Background: an optimization exercise with open tools, aiming at small area. Do not read the settings as production practice. In this exercise RTL edits were held to simulation tests only and were not proved equivalent to the original. Power and IR drop assume default switching activity.

rev 12:
==> module regs_uart, before the edit <==
module regs_uart (
    input  logic       clk,
    input  logic       rst,
    input  logic       wr_i,
    input  logic       rd_i,
    input  logic       rx_fifo_empty_i,
    input  logic       rx_oe,
    input  logic       rx_pe,
    input  logic       rx_fe,
    input  logic [7:0] rx_fifo_in,
    input  logic [2:0] addr_i,
    input  logic [7:0] din_i,
    output logic       tx_push_o,
    output logic       rx_pop_o,
    output logic       baud_out,
    output logic       baud_d,
    output logic       fifo_en,
    output logic [7:0] lcr,
    output logic [7:0] dout_o
);
    logic dlab;
    assign dlab = lcr[7];
    logic a0, a1, a2, a3, a5, a7;
    assign a0 = (addr_i == 3'd0);
    assign a1 = (addr_i == 3'd1);
    assign a2 = (addr_i == 3'd2);
    assign a3 = (addr_i == 3'd3);
    assign a5 = (addr_i == 3'd5);
    assign a7 = (addr_i == 3'd7);
    assign tx_push_o = wr_i & a0 & ~dlab;
    assign rx_pop_o  = rd_i & a0 & ~dlab;
    logic [7:0] rx_data;
    always_ff @(posedge clk, posedge rst) begin
        if (rst)           rx_data <= '0;
        else if (rx_pop_o) rx_data <= rx_fifo_in;
    end
    logic [7:0] dlsb, dmsb;
    logic wr_dlsb, wr_dmsb;
    assign wr_dlsb = wr_i & a0 & dlab;
    assign wr_dmsb = wr_i & a1 & dlab;
    always_ff @(posedge clk, posedge rst) begin
        if (rst)          dlsb <= '0;
        else if (wr_dlsb) dlsb <= din_i;
    end
    always_ff @(posedge clk, posedge rst) begin
        if (rst)          dmsb <= '0;
        else if (wr_dmsb) dmsb <= din_i;
    end
    logic dl_updated;
    always_ff @(posedge clk) dl_updated <= wr_dlsb | wr_dmsb;
    logic [15:0] baud_counter;
    logic        bc_zero;
    assign bc_zero = (baud_counter == 16'd0);
    always_ff @(posedge clk, posedge rst) begin
        if (rst)                         baud_counter <= '0;
        else if (dl_updated | bc_zero)   baud_counter <= {dmsb, dlsb};
        else                             baud_counter <= baud_counter - 16'd1;
    end
    always_ff @(posedge clk) baud_out <= (|{dmsb, dlsb}) & bc_zero;
    always_ff @(posedge clk) baud_d <= baud_out;
    always_ff @(posedge clk, posedge rst) begin
        if (rst)              fifo_en <= 1'b0;
        else if (wr_i & a2)   fifo_en <= din_i[0];
    end
    always_ff @(posedge clk, posedge rst) begin
        if (rst)             lcr <= '0;
        else if (wr_i & a3)  lcr <= din_i;
    end
    logic [7:0] lcr_temp;
    always_ff @(posedge clk, posedge rst) begin
        if (rst)             lcr_temp <= '0;
        else if (rd_i & a3)  lcr_temp <= lcr;
    end
    logic lsr_dr, lsr_oe;
    always_ff @(posedge clk) begin
        lsr_dr <= ~rx_fifo_empty_i;
        lsr_oe <= rx_oe;
    end
    logic [4:0] lsr_temp;    
    always_ff @(posedge clk, posedge rst) begin
        if (rst)             lsr_temp <= '0;
        else if (rd_i & a5)  lsr_temp <= {1'b1, rx_fe, rx_pe, lsr_oe, lsr_dr};
    end
    logic [7:0] scr, scr_temp;
    always_ff @(posedge clk, posedge rst) begin
        if (rst)             scr <= '0;
        else if (wr_i & a7)  scr <= din_i;
    end
    always_ff @(posedge clk, posedge rst) begin
        if (rst)             scr_temp <= '0;
        else if (rd_i & a7)  scr_temp <= scr;
    end
    always_ff @(posedge clk, posedge rst) begin
        if (rst) dout_o <= '0;
        else case (addr_i)
            3'd0:    dout_o <= dlab ? dlsb : rx_data;
            3'd1:    dout_o <= dlab ? dmsb : 8'h00;
            3'd3:    dout_o <= lcr_temp;
            3'd5:    dout_o <= {1'b0, lsr_temp[4], lsr_temp[4], 1'b0, lsr_temp[3:0]};
            3'd7:    dout_o <= scr_temp;
            default: dout_o <= 8'h00;
        endcase
    end
endmodule
export LEC_CHECK = 0
export CAP_MARGIN = 10
export CORE_MARGIN = 2
export CORE_UTILIZATION = 40
export CTS_BUF_LIST = sky130_fd_sc_hd__clkbuf_16
export CTS_CLUSTER_DIAMETER = 100
export CTS_CLUSTER_SIZE = 26
export SLEW_MARGIN = 10
create_clock -name core_clock -period 10.0 [get_ports {clk}]
standard.sh (not shown) runs the stock make flow with config.mk's settings and CLKGATE_MAP_FILE= SYNTH_SCRIPT=/design/flow/synth_recipe.tcl, a recipe that flattens the netlist after the stock synthesis.
==> flow/flow/run.sh <==
#!/bin/bash
# Own layout flow: the standard ORFS flow (standard.sh, unchanged synthesis) with two
# layout choices changed through ORFS's own variables:
#  - port buffers use the smallest buffer cell instead of the resizer's default pick;
#  - the clock tree uses clkbuf_16 leaf buffers on clusters of up to 26 flip-flops and
#    inserts no dummy loads.
set -euo pipefail
export BUFFER_PORTS_ARGS="-buffer_cell sky130_fd_sc_hd__buf_1"
export CTS_ARGS="-sink_clustering_enable -repair_clock_nets -sink_clustering_size 30 -sink_clustering_max_diameter 100 -buf_list sky130_fd_sc_hd__clkbuf_16 -root_buf sky130_fd_sc_hd__clkbuf_8 -tree_buf sky130_fd_sc_hd__clkbuf_8 -sink_clustering_buffer sky130_fd_sc_hd__clkbuf_16 -dont_use_dummy_load"
bash standard.sh finish > standard_flow.log 2>&1
Looking at the reports, rev 12 completed the entire flow and the layout it produced met the timing, DRC and antenna checks.
[inputs] rev 13 vs rev 12
==> flow/design.v, changed modules only <==
module regs_uart (
    input  logic       clk,
    input  logic       rst,
    input  logic       wr_i,
    input  logic       rd_i,
    input  logic       rx_fifo_empty_i,
    input  logic       rx_oe,
    input  logic       rx_pe,
    input  logic       rx_fe,
    input  logic [7:0] rx_fifo_in,
    input  logic [2:0] addr_i,
    input  logic [7:0] din_i,
    output logic       tx_push_o,
    output logic       rx_pop_o,
    output logic       baud_out,
    output logic       baud_d,
    output logic       fifo_en,
    output logic [7:0] lcr,
    output logic [7:0] dout_o
);
    logic dlab;
    assign dlab = lcr[7];
    logic a0, a1, a2, a3, a5, a7;
    assign a0 = (addr_i == 3'd0);
    assign a1 = (addr_i == 3'd1);
    assign a2 = (addr_i == 3'd2);
    assign a3 = (addr_i == 3'd3);
    assign a5 = (addr_i == 3'd5);
    assign a7 = (addr_i == 3'd7);
    assign tx_push_o = wr_i & a0 & ~dlab;
    assign rx_pop_o  = rd_i & a0 & ~dlab;
    logic [7:0] rx_data;
    always_ff @(posedge clk) if (rx_pop_o | rst) rx_data <= rx_fifo_in;
    logic wr_dlsb, wr_dmsb;
    assign wr_dlsb = wr_i & a0 & dlab;
    assign wr_dmsb = wr_i & a1 & dlab;
    logic [7:0] din_r;       
    assign din_r = din_i & {8{~rst}};
    logic [7:0] dlsb, dmsb;
    always_ff @(posedge clk) if (wr_dlsb | rst) dlsb <= din_r;
    always_ff @(posedge clk) if (wr_dmsb | rst) dmsb <= din_r;
    logic dl_updated;
    always_ff @(posedge clk) dl_updated <= wr_dlsb | wr_dmsb;
    logic [15:0] baud_counter;
    logic        bc_zero;
    assign bc_zero = (baud_counter == 16'd0);
    always_ff @(posedge clk, posedge rst) begin
        if (rst)                         baud_counter <= '0;
        else if (dl_updated | bc_zero)   baud_counter <= {dmsb, dlsb};
        else                             baud_counter <= baud_counter - 16'd1;
    end
    always_ff @(posedge clk, posedge rst) begin
        if (rst) baud_out <= 1'b0;
        else     baud_out <= (|{dmsb, dlsb}) & bc_zero;
    end
    always_ff @(posedge clk) baud_d <= baud_out;
    always_ff @(posedge clk) if (wr_i & a2 | rst) fifo_en <= din_r[0];
    always_ff @(posedge clk) if (wr_i & a3 | rst) lcr <= din_r;
    logic [7:0] lcr_temp;
    always_ff @(posedge clk, posedge rst) begin
        if (rst)             lcr_temp <= '0;
        else if (rd_i & a3)  lcr_temp <= lcr;
    end
    logic lsr_dr, lsr_oe;
    always_ff @(posedge clk) begin
        lsr_dr <= ~rx_fifo_empty_i;
        lsr_oe <= rx_oe;
    end
    logic [4:0] lsr_temp;    
    always_ff @(posedge clk, posedge rst) begin
        if (rst)             lsr_temp <= '0;
        else if (rd_i & a5)  lsr_temp <= {1'b1, rx_fe, rx_pe, lsr_oe, lsr_dr};
    end
    logic [7:0] scr, scr_temp;
    always_ff @(posedge clk) if (wr_i & a7 | rst) scr <= din_r;
    always_ff @(posedge clk, posedge rst) begin
        if (rst)             scr_temp <= '0;
        else if (rd_i & a7)  scr_temp <= scr;
    end
    always_ff @(posedge clk, posedge rst) begin
        if (rst) dout_o <= '0;
        else case (addr_i)
            3'd0:    dout_o <= dlab ? dlsb : rx_data;
            3'd1:    dout_o <= dlab ? dmsb : 8'h00;
            3'd3:    dout_o <= lcr_temp;
            3'd5:    dout_o <= {1'b0, lsr_temp[4], lsr_temp[4], 1'b0, lsr_temp[3:0]};
            3'd7:    dout_o <= scr_temp;
            default: dout_o <= 8'h00;
        endcase
    end
endmodule
==> comparison <==
Rev 13 | status: complete | timing, DRC, antenna: pass
The final reports for rev 13 and rev 12 show via count of the first global-routing pass lower in the former.
Comparing highest clock frequency the design can meet for rev 13 and rev 12, the smaller number came from rev 13.
Global-route wire length before repair: rev 13 and rev 12 compared, lower one is rev 13
There was hardly any difference in global-route usage between rev 12 and rev 13.
When rev 13 is measured against rev 12, its multi-input combinational cell count turns out 34 lower.
After detailed routing, rev 12 needs more wire than rev 13.
Relative to rev 12, the iteration-0 DRC count of the detailed router measured on rev 13 has decreased by a few percent.
Rev 13: portion of total power attributed to sequential cells is 5.1 points higher than what rev 12 reported.
Changes observed in rev 13 relative to rev 12: post-layout instance area -about 1%; share of total power in combinational logic decreased 7.4 points; minimum setup slack in the final design shows a reduction of 0.12 ns.
Clock buffer count from CTS: rev 13 vs rev 12 down 1
Re sequential cell area share: rev 12 was lower than rev 13.

==> what the ideal ports hide <==
Ports are ideal in the flow. The routed layouts listed here were re-timed in OpenROAD.
Step 1 (the two cells are an assumption about what drives the block):
set clk [get_ports {clk}]
set_driving_cell -lib_cell sky130_fd_sc_hd__clkbuf_16 $clk
set_driving_cell -lib_cell sky130_fd_sc_hd__buf_2 [delete_from_list [all_inputs] $clk]
Step 2 times the ports against the registers' clock, not the clock port: input delays grow and output delays shrink by t, the midpoint of the rising clock arrivals with the driver on.
a / b / c = no drivers / after step 1 / after step 2; a / b = the first two.
| run | t (ns) | slack for setup (ns) | worst register clock-pin slew, ns | worst slew at a driven data input, ns | pins driven straight from the clock port |
|---|---|---|---|---|---|
| rev 12 | 0.610 | 5.559 / 5.574 / 4.965 | 0.12 / 0.12 | 0.13 | 1 |
| rev 13 | 0.631 | 5.440 / 5.466 / 4.834 | 0.12 / 0.12 | 0.09 | 1 |
After both steps every run listed still meets setup and hold. For rev 13, which loses most, drivers alone change the setup slack by +0.026 ns; drivers and shift together by -0.606 ns.
